From an optimization exercise on the open Yosys and OpenROAD flow, aimed at small area; shortcuts taken in it are not production practice. Power figures rest on the tool's default switching activity, not on a simulated workload.

## build 82
## PL_Calculate
module PL_Calculate(
    clk,
    rst_n,
    ps_write_done,
    pl_cal_done,
    bram_addr_0b,
    bram_rddata_0b,
    bram_en_0b,
    bram_rst_0b,
    bram_we_0b,
    bram_addr_1a,
    bram_wrdata_1a,
    bram_en_1a,
    bram_rst_1a,
    bram_we_1a,
    phase_tdata,
    phase_tvalid,
    sin_tdata,
    sin_tvalid,
    cos_tdata,
    cos_tvalid
    );
    input clk;
    input rst_n;
    input ps_write_done;
    output pl_cal_done;
    output [11:0]bram_addr_0b;
    input [31:0]bram_rddata_0b;
    output bram_en_0b;
    output bram_rst_0b;
    output [3:0]bram_we_0b;
    output [11:0]bram_addr_1a;
    output [31:0]bram_wrdata_1a;
    output bram_en_1a;
    output bram_rst_1a;
    output [3:0]bram_we_1a;
    output [31:0]phase_tdata;
    output phase_tvalid;
    input [31:0]sin_tdata;
    input sin_tvalid;
    input [31:0]cos_tdata;
    input cos_tvalid;
    localparam [3:0] WAIT = 4'd0,
                     IDLE = 4'd1,
                     R0   = 4'd2,
                     R1   = 4'd3,
                     R2   = 4'd4,
                     R3   = 4'd5,
                     CW   = 4'd6,
                     CF   = 4'd7,
                     W0   = 4'd8,
                     W1   = 4'd9,
                     W2   = 4'd10,
                     W3   = 4'd11,
                     U0   = 4'd12,
                     U1   = 4'd13,
                     DONE = 4'd14;
    reg [3:0] st;
    reg [2:0] idx;           
    reg [1:0] cnt;           
    reg       tvalid;
    reg [31:0] x_reg;        
    reg [31:0] c_reg;        
    reg [31:0] p_reg;        
    reg [31:0] w_reg;        
    wire cap = sin_tvalid & cos_tvalid;
    wire in_wait = (st == CW) | (st == CF);
    wire last = (idx == 3'd5);
    always @(posedge clk) begin
        if (!rst_n)
            st <= WAIT;
        else begin
            case (st)
            WAIT: if (ps_write_done) st <= IDLE;
            CW:   if (cap) st <= CF;
            U1:   st <= (idx == 3'd0) ? DONE : IDLE;
            DONE: st <= DONE;
            default: st <= st + 4'd1;
            endcase
        end
    end
    always @(posedge clk) begin
        if (!rst_n)
            idx <= 3'd0;
        else if (st == U0)
            idx <= last ? 3'd0 : idx + 3'd1;
  ...
Size: about 380 cells after synthesis, ~200 I/O pins, ~4900 µm² of cells after synthesis.
clock: 5.0 ns
lec_check: 0
cap_margin: 20
core_margin: 2
core_utilization: 40
slew_margin: 20
standard.sh (not shown) runs the stock make flow with config.mk's settings and CLKGATE_MAP_FILE= SYNTH_SCRIPT=/design/flow/synth_recipe.tcl, a recipe that flattens the netlist after the stock synthesis.
==> flow/flow/run.sh <==
#!/bin/bash
# Layout flow: the standard flow (standard.sh) with three changes:
#  - synthesis maps logic with ABC's area mapper (flow/area.abc) instead of
#    ORFS's speed script; everything else in synth_recipe.tcl is unchanged;
#  - ports are buffered with sky130_fd_sc_hd__buf_1;
#  - clock tree: clkbuf_8 buffers, no dummy loads.
set -euo pipefail
here=$PWD
{
  head -n 1 synth_recipe.tcl
  cat <<EOT
proc abc {args} {
  set i [lsearch -exact \$args -script]
  if {\$i >= 0} { lset args [expr {\$i + 1}] $here/flow/area.abc }
  yosys abc {*}\$args
}
EOT
  tail -n +2 synth_recipe.tcl
} > my_synth.tcl
bash standard.sh SYNTH_SCRIPT=$here/my_synth.tcl \
  BUFFER_PORTS_ARGS="-buffer_cell sky130_fd_sc_hd__buf_1" \
  CTS_ARGS="-sink_clustering_enable -repair_clock_nets -dont_use_dummy_load -buf_list sky130_fd_sc_hd__clkbuf_8" \
  finish > standard.log 2>&1
==> flow/flow/area.abc <==
strash
dch
amap
topo
Input changes introduced in build 87 (baseline for comparison: build 82):
Settings: CORE_UTILIZATION now 60, was 40; CTS_CLUSTER_SIZE now 40, previously not set; CTS_CLUSTER_DIAMETER now 200, previously not set; CTS_BUF_LIST now sky130_fd_sc_hd__clkbuf_2 sky130_fd_sc_hd__clkbuf_4 sky130_fd_sc_hd__clkbuf_8, previously not set.
==> flow/flow/run.sh <==
#!/bin/bash
set -euo pipefail
bash standard.sh BUFFER_PORTS_ARGS="-buffer_cell sky130_fd_sc_hd__buf_1" finish > standard.log 2>&1
removed: flow/flow/area.abc
==> results.txt <==
In the reports for build 87 and build 82, the smaller die area belongs to build 87. Row share of the final layout cell area in multi-input gates: build 87 higher / build 82 lower. Compared with build 82, build 87 improves worst slack at placement. There was hardly any difference in routability congestion estimate between build 82 and build 87. Run comparison: build 82 end of the critical path x_reg[3]; build 87 end of the critical path bram_addr_1a[2]. Taking build 82 as the reference, in build 87 switching part of the total power grew by 3.9 points, switching power increased about 40%, area growth from synthesis to layout shows a reduction of 5.5 points, combinational power went up 61%, internal power contribution now sits higher. Power delta (build 87 − build 82): unfavourable. Diff build 82 -> build 87 | sequential share of layout area | decrease of 2.7 points.
What build 68 does differently from build 87 at the input level:
Settings: a deleted CTS_CLUSTER_DIAMETER that had been 200; a change of CORE_UTILIZATION from 60 to 40; a deleted CTS_BUF_LIST that had been sky130_fd_sc_hd__clkbuf_2 sky130_fd_sc_hd__clkbuf_4 sky130_fd_sc_hd__clkbuf_8; a deleted CTS_CLUSTER_SIZE that had been 40.
### Flow results
Build 68: all stages complete, timing, DRC and antenna checks passed. Looking at clock network area share, build 68 sits above build 87. Against build 87, build 68 reports a layout cell share with drive strength beyond 1 that is lower. Relative to build 87, the combinational share of power of build 68 is lower by 1.3 points. Row count of clock-net buffers in the final layout: build 68 higher / build 87 lower. When build 68 is measured against build 87, its area growth from synthesis to layout turns out 4.7 points higher. Against build 87, the final cell area of build 68 is higher. Diff build 87 -> build 68 | post-place instance area | increase of 79 µm². Build 87 → build 68: initial core utilization now sits lower, post-layout total power saw an increase.
diff inputs: build 68 => build 88
Settings: setting CTS_BUF_LIST to sky130_fd_sc_hd__clkbuf_4 for the first time; setting CTS_CLUSTER_SIZE to 30 for the first time.
Notes after the runs:
Compared build 88 vs build 68, and maximum frequency is down in build 88.
Looking at switching power, build 88 sits 8.2% below build 68.
Global-route total usage across every layer: build 88 lower than build 68
Per the comparison of build 88 with build 68, setup slack after layout dropped 0.12 ns; arrival time of data at the critical path endpoint climbed 0.11 ns; worst hold slack across all endpoints climbed 0.0034 ns; routed metal-1 wire length dropped 1.8%.
Critical path's largest stage delay in build 88 is 0.02 ns above build 68.
Input changes introduced in build 15 (baseline for comparison: build 88):
Settings: clearing CTS_CLUSTER_SIZE, which used to be 30; clearing CTS_BUF_LIST, which used to be sky130_fd_sc_hd__clkbuf_4.
==> flow/flow/run.sh <==
#!/bin/bash
# Layout flow: the standard flow (standard.sh) with three changes:
#  - synthesis maps logic with ABC's area mapper (flow/area.abc) instead of
#    ORFS's speed script; everything else in synth_recipe.tcl is unchanged;
#  - ports are buffered with sky130_fd_sc_hd__buf_1;
#  - clock tree: clkbuf_4 buffers, no dummy loads.
set -euo pipefail
here=$PWD
{
  head -n 1 synth_recipe.tcl
  cat <<EOT
proc abc {args} {
  set i [lsearch -exact \$args -script]
  if {\$i >= 0} { lset args [expr {\$i + 1}] $here/flow/area.abc }
  yosys abc {*}\$args
}
EOT
  tail -n +2 synth_recipe.tcl
} > my_synth.tcl
bash standard.sh SYNTH_SCRIPT=$here/my_synth.tcl \
  BUFFER_PORTS_ARGS="-buffer_cell sky130_fd_sc_hd__buf_1" \
  CTS_ARGS="-sink_clustering_enable -repair_clock_nets -dont_use_dummy_load -buf_list sky130_fd_sc_hd__clkbuf_4" \
  finish > standard.log 2>&1
==> flow/flow/area.abc (new file) <==
strash
dch
amap
topo
--- outcome ---
[compare] base=build 88 new=build 15: distinct cell type count after synthesis shows a reduction of 22; core utilization shows an increase of 1.8 points.
Number of well taps is lower on build 15
Power: build 15 draws less than build 88
Build 15: full flow OK, the timing, DRC and antenna checks passed
Sort build 88 and build 15 by standard-cell row count, descending, and build 88 comes first.
No functional check of the RTL was part of any run of this note.

-- port drivers added, routing unchanged --
The results above use ideal ports. As a check the final layouts listed here were re-extracted and re-timed, cells and wires unchanged. Step 1 (the two cells are an assumption about what drives the block):
set clk [get_ports {clk}]
set_driving_cell -lib_cell sky130_fd_sc_hd__clkbuf_16 $clk
set_driving_cell -lib_cell sky130_fd_sc_hd__buf_2 [delete_from_list [all_inputs] $clk]
Step 2 also shifts input and output timing later by t, the mid clock arrival at the registers, as if the neighbouring blocks saw the same clock. Slacks: ideal ports / drivers / drivers and shift; pairs: ideal ports / drivers.
run | t (ns) | slack for setup (ns) | hold slack, ns
build 82 | 0.455 | 2.120 / 2.120 / 2.120 | 0.436 / 0.436 / 0.436
build 87 | 0.442 | 2.153 / 2.121 / 2.316 | 0.419 / 0.419 / 0.419
build 68 | 0.449 | 2.173 / 2.134 / 2.419 | 0.426 / 0.426 / 0.426
build 88 | 0.539 | 2.055 / 2.022 / 2.416 | 0.430 / 0.430 / 0.430
build 15 | 0.549 | 2.139 / 2.123 / 2.139 | 0.433 / 0.433 / 0.433
After both steps setup and hold are still met in every run listed.
